This is an optimization exercise on Yosys and OpenROAD, whose aim is small area, not a production implementation.
The RTL was checked by simulation tests, not by an equivalence proof against the original design.
No activity file was given, so power comes from the tool's default toggle rates.

## riscvCpu
module riscvCpu #(parameter PC_WIDTH = 32, INS_WIDTH = 32, REG_WIDTH = 32, IMMFULLWIDTH = 19, REG_ADDR_WIDTH = 5, TOTAL_REGS = 32) (
  input logic resetn,
  input logic clk,
  input logic [REG_WIDTH-1:0] regRdData1,
  input logic [REG_WIDTH-1:0] regRdData2,
  input logic [REG_WIDTH-1:0] memrdData,
  input logic [INS_WIDTH-1:0] InstrData,
  output logic [REG_ADDR_WIDTH-1:0] regWrAdr,
  output logic [REG_ADDR_WIDTH-1:0] regRdAdr1,
  output logic [REG_ADDR_WIDTH-1:0] regRdAdr2,
  output logic regWE,
  output logic [REG_WIDTH-1:0] regWrData,
  output logic [PC_WIDTH-1:0] memAdr,
  output logic [REG_WIDTH-1:0] memwrData,
  output logic memWE,
  output logic [PC_WIDTH-1:0] InstrAdr
);
  function automatic logic is_ctrl(input logic [6:0] op);
    is_ctrl = (op == 7'h63) || (op == 7'h6F) || (op == 7'h67);
  endfunction
  logic [31:0] pc;             
  logic [31:0] instr;          
  logic [31:0] ir;             
  logic [31:0] e_rs1, e_rs2;   
  logic [6:0]  e_op;
  logic [4:0]  e_rd, e_ra1, e_ra2;
  logic [2:0]  e_f3;
  logic [6:0]  e_f7;
  logic [31:0] m_res;          
  logic [31:0] badr;           
  logic        dobr;
  logic        m_ctrl, m_load, m_wr, m_fwd;
  logic [4:0]  m_rd;
  logic [31:0] w_val;          
  logic        w_wr;
  logic [4:0]  w_rd;
  logic        f0, f1, f2;     
  logic        d1, d2, d3;     
  logic [1:0]  e_n;            
  logic        e_j;            
  logic w_stall;
  always_comb
    w_stall = resetn && (is_ctrl(instr[6:0]) || is_ctrl(ir[6:0]) || is_ctrl(e_op) || m_ctrl);
  logic [31:0] pc_inc;
  always_comb begin : inc
    logic c;
    c = !is_jalr;
    pc_inc[1:0] = pc[1:0];
    for (int i = 2; i < 32; i++) begin
      pc_inc[i] = pc[i] ^ c;
      c = c & pc[i];
    end
  end
  assign InstrAdr = pc;
  always_ff @(posedge clk or negedge resetn)
    if (!resetn) pc <= 32'd0;
    else if (dobr) pc <= badr;
    else if (!w_stall) pc <= pc_inc;
  always_ff @(posedge clk) begin
  ...
For scale: roughly 1900 cells after synthesis, ~0.018 mm^2 of cells after synthesis.
clock: 9.0 ns
lec_check: 0
cap_margin: 0
core_margin: 2
core_utilization: 55
slew_margin: 0
standard.sh (not shown) runs the stock make flow with config.mk's settings and CLKGATE_MAP_FILE= SYNTH_SCRIPT=/design/flow/synth_recipe.tcl, a recipe that flattens the netlist after the stock synthesis.
==> flow/flow/run.sh <==
#!/bin/bash
# Own layout flow: the standard ORFS flow (standard.sh) with these changes
# to how the layout is made:
#  * synthesis is the standard synthesis script with an area-oriented ABC
#    mapping script (flow/synth.tcl, flow/abc_area.script); registers are
#    unchanged;
#  * the input and output port buffers are the platform's smallest buffer
#    (sky130_fd_sc_hd__buf_1) instead of the delay buffer buffer_ports picks;
#  * clock tree synthesis inserts no dummy loads and builds the tree from
#    sky130_fd_sc_hd__clkbuf_4 buffers.
# make's full output goes to make_finish.log here; each ORFS step's log is
# copied here too.
set -euo pipefail
export FLOW_WORK="$PWD"
export FLOW_ABC_SCRIPT="$PWD/flow/abc_area.script"
bash standard.sh \
  "SYNTH_SCRIPT=$PWD/flow/synth.tcl" \
  "BUFFER_PORTS_ARGS=-buffer_cell sky130_fd_sc_hd__buf_1" \
  "CTS_ARGS=-sink_clustering_enable -repair_clock_nets -dont_use_dummy_load -buf_list sky130_fd_sc_hd__clkbuf_4" \
  finish > make_finish.log 2>&1
cp orfs/logs/sky130hd/riscvCpu/base/*.log . 2>/dev/null || true
==> flow/flow/abc_area.script <==
strash
&get -n
&st
&syn2
&dch -f
&nf -a
&put
topo
dnsize -c
==> flow/flow/synth.tcl <==
# The standard synthesis (synth_recipe.tcl, sourced unchanged), with one
# change: Yosys's abc pass maps the combinational logic with the
# area-oriented ABC script in abc_area.script instead of ORFS's script.
# Flip-flops are mapped before abc runs, so the registers, their names and
# their cell types are exactly those of the standard synthesis.
proc abc {args} {
  set i [lsearch -exact $args -script]
  if { $i >= 0 } {
    set args [lreplace $args [expr {$i + 1}] [expr {$i + 1}] $::env(FLOW_ABC_SCRIPT)]
  }
  yosys abc {*}$args
}
source $::env(FLOW_WORK)/synth_recipe.tcl
Rerun with:
CORE_UTILIZATION = 40   (was 55)
After rerunning: Power climbs by a few percent. Synthesized cell count is unchanged. First-iteration DRC count came out lower by about a fifth. Sequential cell count is unchanged. Via count goes down slightly. Final cell count rose by a few percent.
Rerun with:
--- a/flow/flow/run.sh
+++ b/flow/flow/run.sh
@@ -8,5 +8,5 @@
 #    (sky130_fd_sc_hd__buf_1) instead of the delay buffer buffer_ports picks;
 #  * clock tree synthesis inserts no dummy loads and builds the tree from
-#    sky130_fd_sc_hd__clkbuf_4 buffers.
+#    sky130_fd_sc_hd__clkbuf_8 buffers, in sink clusters of up to 16 within 50 um.
 # make's full output goes to make_finish.log here; each ORFS step's log is
 # copied here too.
@@ -17,5 +17,5 @@
   "SYNTH_SCRIPT=$PWD/flow/synth.tcl" \
   "BUFFER_PORTS_ARGS=-buffer_cell sky130_fd_sc_hd__buf_1" \
-  "CTS_ARGS=-sink_clustering_enable -repair_clock_nets -dont_use_dummy_load -buf_list sky130_fd_sc_hd__clkbuf_4" \
+  "CTS_ARGS=-sink_clustering_enable -repair_clock_nets -dont_use_dummy_load -buf_list sky130_fd_sc_hd__clkbuf_8 -sink_clustering_size 16 -sink_clustering_max_diameter 50" \
   finish > make_finish.log 2>&1
 cp orfs/logs/sky130hd/riscvCpu/base/*.log . 2>/dev/null || true
CORE_UTILIZATION = 55   (was 40)
After rerunning: The new run produced a clean layout. Non-clock buffer count is lower by 37. Routed wire length is lower by 7.8%. Synthesized cell count stays the same. Power is lower by 6.5%. First-iteration DRC count is higher by 24%. Design area is lower by 3.2%. Critical path depth is lower by 1. Sequential cell count is unchanged. Via count is lower by 1.1%.
Rerun with:
--- a/flow/flow/run.sh
+++ b/flow/flow/run.sh
@@ -8,5 +8,5 @@
 #    (sky130_fd_sc_hd__buf_1) instead of the delay buffer buffer_ports picks;
 #  * clock tree synthesis inserts no dummy loads and builds the tree from
-#    sky130_fd_sc_hd__clkbuf_8 buffers, in sink clusters of up to 16 within 50 um.
+#    sky130_fd_sc_hd__clkbuf_4 buffers.
 # make's full output goes to make_finish.log here; each ORFS step's log is
 # copied here too.
@@ -17,5 +17,5 @@
   "SYNTH_SCRIPT=$PWD/flow/synth.tcl" \
   "BUFFER_PORTS_ARGS=-buffer_cell sky130_fd_sc_hd__buf_1" \
-  "CTS_ARGS=-sink_clustering_enable -repair_clock_nets -dont_use_dummy_load -buf_list sky130_fd_sc_hd__clkbuf_8 -sink_clustering_size 16 -sink_clustering_max_diameter 50" \
+  "CTS_ARGS=-sink_clustering_enable -repair_clock_nets -dont_use_dummy_load -buf_list sky130_fd_sc_hd__clkbuf_4" \
   finish > make_finish.log 2>&1
 cp orfs/logs/sky130hd/riscvCpu/base/*.log . 2>/dev/null || true
CORE_UTILIZATION = 40   (was 55)
GPL_TIMING_DRIVEN = 0   (was unset)
After rerunning: Power increases by 6.2%. Cell area rose by 3.9%. Area after synthesis stays the same. Setup slack loses 28 ps. Hold slack degrades by 35 ps.

==> re-timing with driven ports <==
In the flow no input, the clock included, has a driving cell. The finished layouts below were timed again as built, in two steps.
Step 1, drivers: a clkbuf_16 drives clk and a buf_2 each remaining input, both assumed.
Step 2 also shifts input and output timing later by t, the mid clock arrival at the registers, as if the neighbouring blocks saw the same clock.
Slacks: ideal ports / drivers / drivers and shift; pairs: ideal ports / drivers.
| run | t, ns | setup slack, ns | worst register clock-pin slew, ns |
|---|---|---|---|
| the first run | 0.819 | 0.204 / 0.152 / 0.374 | 0.07 / 0.07 |
| the second run | 0.860 | 0.288 / 0.230 / 0.569 | 0.07 / 0.07 |
| the third run | 0.664 | 0.274 / 0.222 / 0.297 | 0.10 / 0.10 |
| the fourth run | 0.859 | 0.246 / 0.189 / 0.330 | 0.07 / 0.07 |
After both steps every run listed still meets setup and hold.
